This design comes from an exercise in tuning for small area on the open sky130 flow, not from production work.
In this exercise RTL edits were held to simulation tests only and were not proved equivalent to the original.
Power figures rest on the tool's default switching activity, not on a simulated workload.

File: flow/design.v
`timescale 1 ns / 1 ps
module rms_peak_core #(
    parameter integer DATA_W  = 16,
    parameter integer ALPHA_W = 16    
)(
    input  wire                 clk,
    input  wire                 rst_n,
    input  wire                 en,
    input  wire                 bypass,
    input  wire [ALPHA_W-1:0]   alpha, 
    input  wire signed [DATA_W-1:0] din,
    output reg  [DATA_W-1:0]    dout
);
    localparam signed [DATA_W-1:0] MIN_INT = {1'b1, {(DATA_W-1){1'b0}}};
    localparam signed [DATA_W-1:0] MAX_INT = {1'b0, {(DATA_W-1){1'b1}}};
    reg signed [DATA_W-1:0] abs_val;
    always @(posedge clk) begin
        if (!rst_n) begin
            abs_val <= 0;
        end else if (en) begin
            if (din == MIN_INT)
                abs_val <= MAX_INT;
            else
                abs_val <= (din < 0) ? -din : din;
        end
    end
    reg signed [DATA_W+ALPHA_W-1:0] env_acc;
    wire signed [DATA_W-1:0]       current_env;
    wire signed [DATA_W:0]         diff;
    wire signed [DATA_W+ALPHA_W:0] prod;
    wire signed [DATA_W+ALPHA_W:0] next_acc_calc;
    assign current_env = env_acc[DATA_W+ALPHA_W-1 : ALPHA_W];
    assign diff = abs_val - current_env;
    assign prod = diff * $signed({1'b0, alpha});
    assign next_acc_calc = env_acc + prod;
    always @(posedge clk) begin
        if (!rst_n) begin
            env_acc <= 0;
        end else if (en) begin
            if (next_acc_calc < 0)
                env_acc <= 0;
            else
                env_acc <= next_acc_calc[DATA_W+ALPHA_W-1:0];
        end
    end
    reg [DATA_W-1:0] abs_val_d1;
    always @(posedge clk) begin
        if (!rst_n)
            abs_val_d1 <= 0;
        else if (en)
            abs_val_d1 <= $unsigned(abs_val);
    end
    always @(posedge clk) begin
        if (!rst_n) begin
            dout <= 0;
        end else if (en) begin
            if (bypass)
                dout <= abs_val_d1;           
            else
                dout <= $unsigned(current_env);  
        end
    end
endmodule
`timescale 1 ns / 1 ps
module rms_peak_axis #(
    parameter integer C_S_AXI_DATA_WIDTH = 32,
    parameter integer C_S_AXI_ADDR_WIDTH = 4,
    parameter integer AUDIO_WIDTH        = 16,
    parameter integer ALPHA_WIDTH        = 16,
    parameter integer CORE_LATENCY       = 3 
)(
    input  wire aclk,
    input  wire aresetn,
    input  wire [31:0] s_axis_tdata,
    input  wire        s_axis_tlast,
    input  wire        s_axis_tvalid,
    output wire        s_axis_tready,
    output wire [31:0] m_axis_tdata,
    output wire        m_axis_tlast,
    output wire        m_axis_tvalid,
    input  wire        m_axis_tready,
    input  wire [C_S_AXI_ADDR_WIDTH-1:0] s_axi_awaddr,
    input  wire                          s_axi_awvalid,
    output wire                          s_axi_awready,
    input  wire [C_S_AXI_DATA_WIDTH-1:0] s_axi_wdata,
    input  wire [3:0]                    s_axi_wstrb,
    input  wire                          s_axi_wvalid,
    output wire                          s_axi_wready,
    output wire [1:0]                    s_axi_bresp,
    output wire                          s_axi_bvalid,
    input  wire                          s_axi_bready,
    input  wire [C_S_AXI_ADDR_WIDTH-1:0] s_axi_araddr,
    input  wire                          s_axi_arvalid,
    output wire                          s_axi_arready,
    output wire [C_S_AXI_DATA_WIDTH-1:0] s_axi_rdata,
    output wire [1:0]                    s_axi_rresp,
    output wire                          s_axi_rvalid,
    input  wire                          s_axi_rready
);
    reg [31:0] reg_ctrl;
    reg [31:0] reg_alpha;
    reg        axi_awready, axi_wready, axi_bvalid;
    reg        axi_arready, axi_rvalid;
    reg [31:0] axi_rdata;
    assign s_axi_awready = axi_awready;
    assign s_axi_wready  = axi_wready;
    assign s_axi_bvalid  = axi_bvalid;
    assign s_axi_bresp   = 2'b00;  
    assign s_axi_arready = axi_arready;
    assign s_axi_rvalid  = axi_rvalid;
    assign s_axi_rresp   = 2'b00;  
    assign s_axi_rdata   = axi_rdata;
    always @(posedge aclk) begin
        if (!aresetn) begin
            axi_awready <= 1'b0;
            axi_wready  <= 1'b0;
            axi_bvalid  <= 1'b0;
            reg_ctrl  <= 32'h0000_0001;  
            reg_alpha <= 32'h0000_0800;  
        end else begin
            if (!axi_awready && s_axi_awvalid && s_axi_wvalid) begin
                axi_awready <= 1'b1;
                axi_wready  <= 1'b1;
            end else begin
                axi_awready <= 1'b0;
                axi_wready  <= 1'b0;
            end
            if (axi_awready && axi_wready) begin
                case (s_axi_awaddr[3:2])
                    2'h0: reg_ctrl  <= s_axi_wdata;
                    2'h1: reg_alpha <= s_axi_wdata;
                endcase
            end
            if (axi_awready && axi_wready)
                axi_bvalid <= 1'b1;
            else if (s_axi_bready)
                axi_bvalid <= 1'b0;
        end
    end
    always @(posedge aclk) begin
        if (!aresetn) begin
            axi_arready <= 1'b0;
            axi_rvalid  <= 1'b0;
            axi_rdata   <= 32'b0;
        end else begin
            if (!axi_arready && s_axi_arvalid)
                axi_arready <= 1'b1;
            else
                axi_arready <= 1'b0;
            if (axi_arready && !axi_rvalid) begin
                axi_rvalid <= 1'b1;
                case (s_axi_araddr[3:2])
                    2'h0: axi_rdata <= reg_ctrl;
                    2'h1: axi_rdata <= reg_alpha;
                    default: axi_rdata <= 32'b0;
                endcase
            end else if (s_axi_rready) begin
                axi_rvalid <= 1'b0;
            end
        end
    end
    wire        global_en   = reg_ctrl[0];
    wire        core_bypass = reg_ctrl[1];
    wire [15:0] alpha_val  = reg_alpha[15:0];
    reg [CORE_LATENCY-1:0] valid_pipe;
    reg [CORE_LATENCY-1:0] last_pipe;
    wire core_ce = s_axis_tvalid && m_axis_tready && global_en;
    wire signed [15:0] in_l = s_axis_tdata[15:0];
    wire signed [15:0] in_r = s_axis_tdata[31:16];
    wire [15:0]        out_l, out_r;
    rms_peak_core #(
        .DATA_W (AUDIO_WIDTH),
        .ALPHA_W(ALPHA_WIDTH)
    ) u_rms_l (
        .clk    (aclk),
        .rst_n  (aresetn),
        .en     (core_ce),
        .bypass (core_bypass),
        .alpha  (alpha_val),
        .din    (in_l),
        .dout   (out_l)
    );
    rms_peak_core #(
        .DATA_W (AUDIO_WIDTH),
        .ALPHA_W(ALPHA_WIDTH)
    ) u_rms_r (
        .clk    (aclk),
        .rst_n  (aresetn),
        .en     (core_ce),
        .bypass (core_bypass),
        .alpha  (alpha_val),
        .din    (in_r),
        .dout   (out_r)
    );
    always @(posedge aclk) begin
        if (!aresetn) begin
            valid_pipe <= 0;
            last_pipe  <= 0;
        end else if (m_axis_tready) begin
            valid_pipe <= {valid_pipe[CORE_LATENCY-2:0],
                           s_axis_tvalid && global_en};
            last_pipe  <= {last_pipe[CORE_LATENCY-2:0],
                           s_axis_tlast};
        end
    end
    assign s_axis_tready = m_axis_tready;
    assign m_axis_tdata  = {out_r, out_l};
    assign m_axis_tvalid = valid_pipe[CORE_LATENCY-1];
    assign m_axis_tlast  = last_pipe[CORE_LATENCY-1];
endmodule
File: flow/run.sh
#!/bin/bash
# synth_recipe.tcl (not shown) runs the flow's synth.tcl, then flattens the netlist and writes it again
# the make line also repeats each setting of config.mk as NAME=value (left out here)
make -C /OpenROAD-flow-scripts/flow DESIGN_CONFIG=/design/flow/config.mk WORK_HOME=/design/flow/orfs CLKGATE_MAP_FILE= SYNTH_SCRIPT=/design/flow/synth_recipe.tcl finish
File: flow/config.mk
export PLATFORM = sky130hd
export DESIGN_NAME = rms_peak_axis
export DESIGN_NICKNAME = rms_peak_axis
export VERILOG_FILES = /design/flow/design.v
export SDC_FILE = /design/flow/constraint.sdc
export NUM_CORES = 4
export LEC_CHECK = 0
export CAP_MARGIN = 20
export CORE_MARGIN = 2
export CORE_UTILIZATION = 40
export SLEW_MARGIN = 20
File: flow/constraint.sdc
create_clock -name core_clock -period 12.0 [get_ports {aclk}]
set_input_delay 2.4000 -clock core_clock [delete_from_list [all_inputs] [get_ports {aclk}]]
set_output_delay 2.4000 -clock core_clock [all_outputs]
set_load 0.01 [all_outputs]
==> out/qor.yml <==
timing:
  hold_viol: 0
  relSlewSlack: 0.265
  rsz0062_at_grt: "no"
  setup_violations: 0
  clock.fmax_mhz: 100
  drv_slew: 0
  tightestPinTransition_ns: 1.09
  clock_skew_ns: 0.0189
  fin_crit_ns: 9.99
  finalSetupTns_ns: 0
  fin_crit_sh: 0.833
logic_synthesis:
  ys_ff_latch: 266
  synth_cell_types: 79
  synthCells: 4193
  synth-main-ff-cell: "dfxtp_1"
  synth_edf_count: 0
  netlist_area_sq_mm: 0.0369
  ys_async_sr_fraction: 0
  synth_area_per_cell_sq_um: 8.80
  ys_warn_count: 2
  synthTopCellsByArea: "fa_1, dfxtp_1, inv_1"
  yosysSeqAreaShare: 0.144
  yosysTopAreaCell: "fa_1"
  synth_top_area_frac: 0.333
setup_path:
  worstPathRequired_ns: 12.52
  cp_slowest_cell: "fa_1"
  crit_type: "flip-flop to flip-flop"
  setup.worst_path.start_class: "flip-flop"
  slowest_delay_ns: 0.93
  r2r-start: "u_rms_l.env_acc[18]"
  worstSetupEndpointType: "flip-flop"
  path_max_fanout: 32
  crit_path_frequent_cell: "fa_1"
  r2r_end: "u_rms_l.env_acc[14]"
  worst_ep_arrival_time_ns: 10.51
  reg2reg_slack_ns: 2.01
  rr_worst_depth: 28
drt:
  dr.pass1.iters: 6
  drt_iter0_drc: 1628
  via_count: 28000
  ant_nets: 0
  wire_per_inst_um: 18.2
  wl_um: 98400
  vias_per_cell: 5.19
  drc: 0
cts:
  cts_hold_buf: 0
  clk_latency_ns: 0.58
  clockRootBuffer: "clkbuf_16"
  clk_path_buf_depth: 3
  htreeDepth: 2
  cts_resized: 0
  post-cts-setup-buffers: 0
  cts_tree: "yes"
  cts_made_buffers: 35
  clk_pin_slew_worst_paths_ns: 0.06
  clock-sinks: 266
job:
  drv_cap: 0
power:
  ir_drop_uv: 123
  power_mw: 6.28
  power_switching_mw: 3.16
  p_int_mw: 3.12
  swShare: 0.504
  power_frac_seq: 0.162
  combPwrFrac: 0.671
  p_leak_nw: 18.8
  power.density_mw_per_mm2: 155
  p_clk_frac: 0.167
placed_design:
  gp_congestion: 0.834
  dp_hpwl_um: 73100
  port_buffers: 149
die:
  initial_utilization: 0.403
  die_w_um: 308
  dieHeight_um: 308
  core_region_area_sq_mm: 0.0915
  row_count: 111
  die_area_sq_mm: 0.0947
  ios: 162
global_routing:
  grt_pass1_wl_um: 161000
  grt_usage: 0.215
  antenna_found_initial: 6
  first_global_vias: 29100
  grt_overflow: 0
  grt_max_degree: 85
layout:
  fillers: 8979
  multiInputGateArea_sq_mm: 0.0277
  regArea_sq_mm: 0.00533
  synthToLayoutAreaGrowth_pct: 10.2
  nets: 5107
  drive_gt1_frac: 0.0479
run_status:
  outcome: "no timing/DRC/antenna violations"
worst_hold_path:
  hp-start: "reg_ctrl[23]"
  whs_path_depth: 2
  min_path_type: "flip-flop to flip-flop"
  holdPathEnd: "reg_ctrl[23]"
flip-flops by register name, summed over array words and instances (netlist names):
signal and cells:
axi_rdata 32, u_rms_l.abs_val 16, u_rms_l.dout 16, reg_alpha 32
axi_rvalid 1, u_rms_r.abs_val 16, u_rms_r.abs_val_d1 16, u_rms_r.dout 16
u_rms_l.env_acc 32, valid_pipe 3, axi_wready 1, u_rms_l.abs_val_d1 16
last_pipe 3, axi_bvalid 1, axi_arready 1, u_rms_r.env_acc 32
reg_ctrl 32
through the flow:
step | instances | hold slack (ns) | setup slack, ns | area [sq um] | util
after CTS | 5405 | 0.463 | 2.11 | 40600 | 0.444
final | 5408 | 0.460 | 2.01 | 40700 | 0.444
after detailed placement | 5342 | 0.450 | 2.18 | 39500 | 0.432
after global placement | 5342 | 0.448 | 2.26 | 39500 | 0.432
after floorplan | 4196 | 0.440 | 3.79 | 36900 | -
after global routing | 5406 | 0.481 | 1.48 | 40700 | 0.444
placed cells by master (no fill, tap or decap), types with 18 or more instances in the layout:
cell,n
a211oi_1,22
a21boi_0,96
a21o_1,18
a21oi_1,87
a22o_1,56
a22oi_1,35
a31oi_1,21
and2_1,235
and3_1,33
buf_4,63
clkbuf_16,36
clkdlybuf4s50_1,148
dfxtp_1,265
fa_1,614
ha_1,214
inv_1,825
mux2_2,33
nand2_1,466
nand2b_1,45
nand3_1,57
nand3b_1,30
nor2_1,92
nor2b_1,83
nor3_1,34
nor3b_1,34
o211a_1,33
o211ai_1,42
o21a_1,18
o21ai_0,86
or3_1,23
xnor2_1,73
xor2_1,68
how the worst max path moves through the flow:
stage | startpoint | to | slack, ns | cells past startpoint
2_1_floorplan | u_rms_l.env_acc[22] | u_rms_l.env_acc[29] | 3.79 | 31
3_3_place_gp | u_rms_l.env_acc[18] | u_rms_l.env_acc[14] | 2.26 | 28
3_5_place_dp | u_rms_l.env_acc[18] | u_rms_l.env_acc[14] | 2.18 | 28
4_1_cts | u_rms_l.env_acc[18] | u_rms_l.env_acc[14] | 2.11 | 28
5_1_grt | u_rms_l.env_acc[18] | u_rms_l.env_acc[14] | 1.48 | 28
6_report | u_rms_l.env_acc[18] | u_rms_l.env_acc[14] | 2.01 | 28
layout make-up:
class / instances / share of cell area
Inverter: 827 / 0.0763
Clock inverter: 13 / 0.00274
Clock buffer: 50 / 0.0249
Multi-Input combinational cell: 2852 / 0.680
Antenna cell: 3 / 0.000185
Timing Repair Buffer: 211 / 0.0481
Sequential cell: 266 / 0.131
Tap cell: 1186 / 0.0365
critical path, delay by kind of cell (launching register included):
family,cells,cell delay [ns]
buffers and inverters,3,0.19
XOR/XNOR,2,0.75
AO/OA/AOI/OAI,8,1.62
flip-flops,1,0.43
multiplexers,1,0.75
adder cells (fa/ha/maj),7,3.84
AND/OR/NAND/NOR,7,2.29
synthesized netlist by cell type, types with 34 or more instances:
| master | number |
|---|---|
| nand2_1 | 466 |
| xor2_1 | 71 |
| a21boi_0 | 96 |
| and2_1 | 236 |
| inv_1 | 825 |
| nor2_1 | 93 |
| a22o_1 | 56 |
| nand3_1 | 58 |
| fa_1 | 614 |
| o211ai_1 | 42 |
| nor3b_1 | 35 |
| a21oi_1 | 87 |
| nor2b_1 | 84 |
| a22oi_1 | 35 |
| ha_1 | 214 |
| xnor2_1 | 88 |
| nand2b_1 | 45 |
| clkbuf_1 | 215 |
| nor3_1 | 34 |
| and3_1 | 34 |
| dfxtp_1 | 266 |
| o21ai_0 | 86 |
power groups by stage:
stage	Clock, mW	Sequential (mW)	Combinational, mW
finish	1.05	1.02	4.22
global placement	0	1.04	4.17
CTS	1.09	1.02	4.23
floorplan	0	1.01	2.97
global route	1.12	1.03	4.75
detailed placement	0	1.04	4.20
metal layers:
layer / global-route usage / part of all wire / vias to the layer above
li1: - / - / 13200
met4: 0.0461 / 0.021 / 8
met5: 0 / 0.00052 / -
met3: 0.0379 / 0.055 / 116
met2: 0.358 / 0.47 / 615
met1: 0.292 / 0.45 / 14100
cells by family after synthesis:
| family | share of synthesized area |
|---|---|
| XOR/XNOR | 0.0382 |
| AO/OA/AOI/OAI | 0.126 |
| AND/OR/NAND/NOR | 0.163 |
| adder cells (fa/ha/maj) | 0.406 |
| other | 0.000102 |
| multiplexers | 0.0120 |
| buffers and inverters | 0.111 |
| flip-flops | 0.144 |

==> re-timing with driven ports <==
The flow's constraints put no driver on any port. The routed layout listed below was extracted and timed again, unchanged, in two steps. Step 1 sets driving cells, clkbuf_16 on the clock port and buf_2 on the other inputs (assumed; they add their load-dependent delay and slew). Step 2 also shifts input and output timing later by t, the mid clock arrival at the registers, as if the neighbouring blocks saw the same clock. Slacks: no drivers / after step 1 / after step 2; pairs: no drivers / after step 1.
t (ns): 0.633
setup WS [ns]: 2.007 / 2.007 / 2.007
clock arrival spread, ns: 0.021 / 0.021
worst slew at a driven data input, ns: 0.09
cell pins on the clock port's net: 1
After both steps this run still meets setup and hold. For this run, drivers alone change the setup slack by 0.000 ns; drivers and shift together by 0.000 ns.
